This is an optimization exercise on Yosys and OpenROAD, whose aim is small area, a short achievable clock period and few clock cycles per item, not a production implementation. In this exercise RTL edits were held to simulation tests only and were not proved equivalent to the original.

Design huffman_top, start of the top module:
module huffman_top (
    input         clk,
    input         reset,
    input         gray_valid,
    input  [7:0]  gray_data,
    output        CNT_valid,
    output [47:0] CNT,
    output        code_valid,
    output [47:0] HC,
    output [47:0] M
);
reg        vld, srt, mrg, clr, cnt_v, code_v, gm;
reg  [4:1] F;
always @(posedge clk or posedge reset) begin
    if (reset) begin
        vld <= 1'b0; srt <= 1'b0; mrg <= 1'b0; clr <= 1'b1;
        F <= 4'b0; cnt_v <= 1'b0; code_v <= 1'b0; gm <= 1'b0;
    end else begin
        vld    <= gray_valid;
        cnt_v  <= vld && !gray_valid;
        code_v <= mrg && !F[1];
        clr    <= mrg && !F[1];
        if (vld && !gray_valid) begin
            srt <= 1'b1;
            gm  <= 1'b0;
            F   <= 4'b1111;
        end else if (srt || mrg) begin
            if (!F[1]) begin
                srt <= 1'b0;
                if (srt) gm <= 1'b1;
                mrg <= srt;
                F   <= {4{srt}};
            end else
                F <= {1'b0, F[4:2]};
        end
    end
end
reg  [6:0] R [0:5];
reg  [2:0] p [0:5];
reg  [4:0] hc [0:5];
reg  [2:0] ln [0:5];    
wire [6:0] X = (clr ? 7'd0 : R[0]) + (mrg ? R[1] : 7'd0);
wire [6:0] r1c = gm ? R[1] : 7'd0;
function lt3(input [6:0] a, input [6:0] c, input [6:0] r);
    reg [6:0] s, k;
    reg [7:0] t;
    begin
        s = a ^ c ^ ~r;
        k = (a & c) | (a & ~r) | (c & ~r);
        t = {1'b0, s} + {k[5:0], 1'b0};
        lt3 = k[6] | t[7];
    end
endfunction
wire [7:0] b;
assign b[0] = 1'b0;
assign b[1] = srt && (F[1] || R[1] < R[0]);
assign b[2] = (srt && F[2]) || lt3(R[0], r1c, R[2]);
assign b[3] = (srt && F[3]) || lt3(R[0], r1c, R[3]);
assign b[4] = (srt && F[4]) || lt3(R[0], r1c, R[4]);
assign b[5] = lt3(R[0], r1c, R[5]);
assign b[6] = 1'b0;
assign b[7] = 1'b0;
wire [5:0] inc;
genvar g;
generate for (g = 0; g < 6; g = g + 1) begin : sym
    assign inc[g] = gray_valid && (gray_data[2:0] == ((g == 5) ? 3'd1 : g + 2));
end endgenerate
integer m;
reg [6:0] r1, r2, ra, rb, ones;
reg       s1, s0;
always @(posedge clk) begin
    for (m = 0; m < 6; m = m + 1) begin
        r1 = (m < 5) ? R[m + 1] : 7'd127;
        r2 = (m < 4) ? R[m + 2] : 7'd127;
        ra = srt ? r1 : r2;
        ones = {&R[m][5:0], &R[m][4:0], &R[m][3:0], &R[m][2:0], &R[m][1:0], R[m][0], 1'b1};
        rb = mrg ? r1 : R[m] ^ (ones & {7{inc[m]}});
  ...
clock: 10.0 ns
lec_check: 0
cap_margin: 20
core_margin: 2
core_utilization: 55
cts_buf_list: sky130_fd_sc_hd__clkbuf_8
slew_margin: 20
standard.sh (not shown) runs the stock make flow with config.mk's settings and CLKGATE_MAP_FILE= SYNTH_SCRIPT=/design/flow/synth_recipe.tcl, a recipe that flattens the netlist after the stock synthesis.
==> flow/flow/run.sh <==
#!/bin/bash
set -euo pipefail
export BUFFER_PORTS_ARGS="-buffer_cell sky130_fd_sc_hd__buf_1"
export SETUP_SLACK_MARGIN=6.5
bash standard.sh finish > flow.log 2>&1
The baseline completed without violations.
Testbench counts at the start, summed over its fixed seeds: cycles 35,840, images 320.
Change:
--- a/flow/flow/run.sh
+++ b/flow/flow/run.sh
@@ -4,0 +5 @@
+export TNS_END_PERCENT=0
- CORE_UTILIZATION: 55 -> 40
What happened: The new run completed with no timing, DRC or antenna violations. Setup slack gets better by 0.15 ns. Die area rose by 36%. Flip-flop and latch count is unchanged. Sequential share of layout area fell by 0.11 points. Wire length rose by 1.4%. Cell area stays flat.
Change:
--- a/flow/flow/run.sh
+++ b/flow/flow/run.sh
@@ -5 +4,0 @@
-export TNS_END_PERCENT=0
- ABC_AREA: default -> 1
After rerunning: Area after synthesis went down by a few percent; sequential share of layout area went up by 0.69 points; global-route usage went up by 0.41 points; routed wire length went up slightly; count of clock-buffer cells in the layout went down by 1; utilization went down by 0.84 points; synthesized cell count went up by about a fifth; worst hold slack is worse by 0.0051 ns; via count went up by a few percent.
Change:
- ABC_AREA: 1 -> default
Wire length went down by 0.67%.
Hold slack gets better by 0.0051 ns.
Synthesized cell count goes down by 15%.
Final cell count came out lower by 13%.

* * *

Another version of the RTL of huffman_top (not shown whole).
Size: about 120 flip-flops, ~8500 um^2 of cells after synthesis.
export LEC_CHECK = 0
export ABC_AREA = 1
export CAP_MARGIN = 0
export CORE_MARGIN = 2
export CORE_UTILIZATION = 40
export CTS_BUF_LIST = sky130_fd_sc_hd__clkbuf_8
export SLEW_MARGIN = 0
create_clock -name core_clock -period 10.0 [get_ports {clk}]
==> flow/flow/run.sh <==
#!/bin/bash
set -euo pipefail
export BUFFER_PORTS_ARGS="-buffer_cell sky130_fd_sc_hd__buf_1"
export SETUP_SLACK_MARGIN=6.7
bash standard.sh finish > flow.log 2>&1
Testbench counts at the start, summed over its fixed seeds: cycles 35,840, images 320.
Change:
--- a/flow/flow/run.sh
+++ b/flow/flow/run.sh
@@ -4 +4 @@
-export SETUP_SLACK_MARGIN=6.7
+export SETUP_SLACK_MARGIN=6.75
Settings changed: CAP_MARGIN 0 to 20, SLEW_MARGIN 0 to 20.
Result: Final area went up slightly; fmax went up slightly; routed wire length went up slightly.

* * *

## garnet
huffman_top again, from the RTL that the note above started with.
clock: 10.0 ns
lec_check: 0
abc_area: 1
cap_margin: 20
core_margin: 2
core_utilization: 40
cts_buf_list: sky130_fd_sc_hd__clkbuf_8
slew_margin: 20
==> flow/flow/run.sh <==
#!/bin/bash
set -euo pipefail
export BUFFER_PORTS_ARGS="-buffer_cell sky130_fd_sc_hd__buf_1"
export SETUP_SLACK_MARGIN=6.65
bash standard.sh finish > flow.log 2>&1
Testbench counts of garnet, summed over its fixed seeds: cycles 35,840, images 320.
For lagoon, these inputs were changed with respect to garnet:
--- a/flow/flow/run.sh
+++ b/flow/flow/run.sh
@@ -4 +4 @@
-export SETUP_SLACK_MARGIN=6.65
+export SETUP_SLACK_MARGIN=6.7
==> comparison <==
- lagoon | status: complete | timing, DRC, antenna: pass
- | sequential share of layout area | garnet vs lagoon | ≈ equal |
- Re final cell count: garnet was lower than lagoon.
- Looking at capturing instance or port of the critical path, the CNT[42] result is from lagoon; the CNT[38] one comes from garnet.
- Any difference in wire length of the first global-routing pass between lagoon and garnet is small enough to ignore.
- For the routed length on met1, lagoon came in 1.5% higher than garnet did.
- Changes observed in lagoon relative to garnet: global routing usage on met2 decreased 0.23 points, final area increased 55 um^2, setup slack higher.
- Cmp garnet and lagoon / post-route clock period utilization / higher: garnet
- Lower area added between synthesis and finish among garnet and lagoon: garnet
- As far as final setup skew is concerned, garnet and lagoon perform about the same.

[port drivers added, routing unchanged]
In the flow no input, the clock included, has a driving cell. The finished layouts below were timed again as built, in two steps. Step 1, drivers: a clkbuf_16 drives clk and a buf_2 each remaining input, both assumed. Step 2 times the ports against the registers' clock, not the clock port: input delays grow and output delays shrink by t, the midpoint of the rising clock arrivals with the driver on. Three values: no drivers, after step 1, after step 2; two values: the first two.
run | t, ns | slack for setup (ns) | hold WS [ns] | worst register clock-pin slew, ns | worst slew at a driven data input, ns
the first run of note 1 | 0.482 | 6.398 / 6.416 / 5.934 | 0.467 / 0.467 / 0.467 | 0.09 / 0.09 | 0.03
the second run of note 1 | 0.498 | 6.547 / 6.547 / 6.086 | 0.468 / 0.468 / 0.468 | 0.08 / 0.08 | 0.03
the third run of note 1 | 0.492 | 6.643 / 6.604 / 6.280 | 0.463 / 0.463 / 0.463 | 0.09 / 0.09 | 0.04
the fourth run of note 1 | 0.500 | 6.617 / 6.617 / 6.155 | 0.468 / 0.468 / 0.468 | 0.08 / 0.08 | 0.03
the first run of note 2 | 0.497 | 6.789 / 6.748 / 6.896 | 0.458 / 0.458 / 0.458 | 0.09 / 0.09 | 0.03
the second run of note 2 | 0.495 | 6.814 / 6.774 / 6.889 | 0.459 / 0.459 / 0.459 | 0.09 / 0.09 | 0.03
garnet | 0.498 | 6.706 / 6.666 / 6.860 | 0.458 / 0.458 / 0.458 | 0.09 / 0.09 | 0.03
lagoon | 0.497 | 6.789 / 6.748 / 6.896 | 0.458 / 0.458 / 0.458 | 0.09 / 0.09 | 0.03
After both steps setup and hold are still met in every run listed. The setup slack of the first run of note 1, which loses most, moves by +0.018 ns with the drivers and by -0.464 ns with both steps.
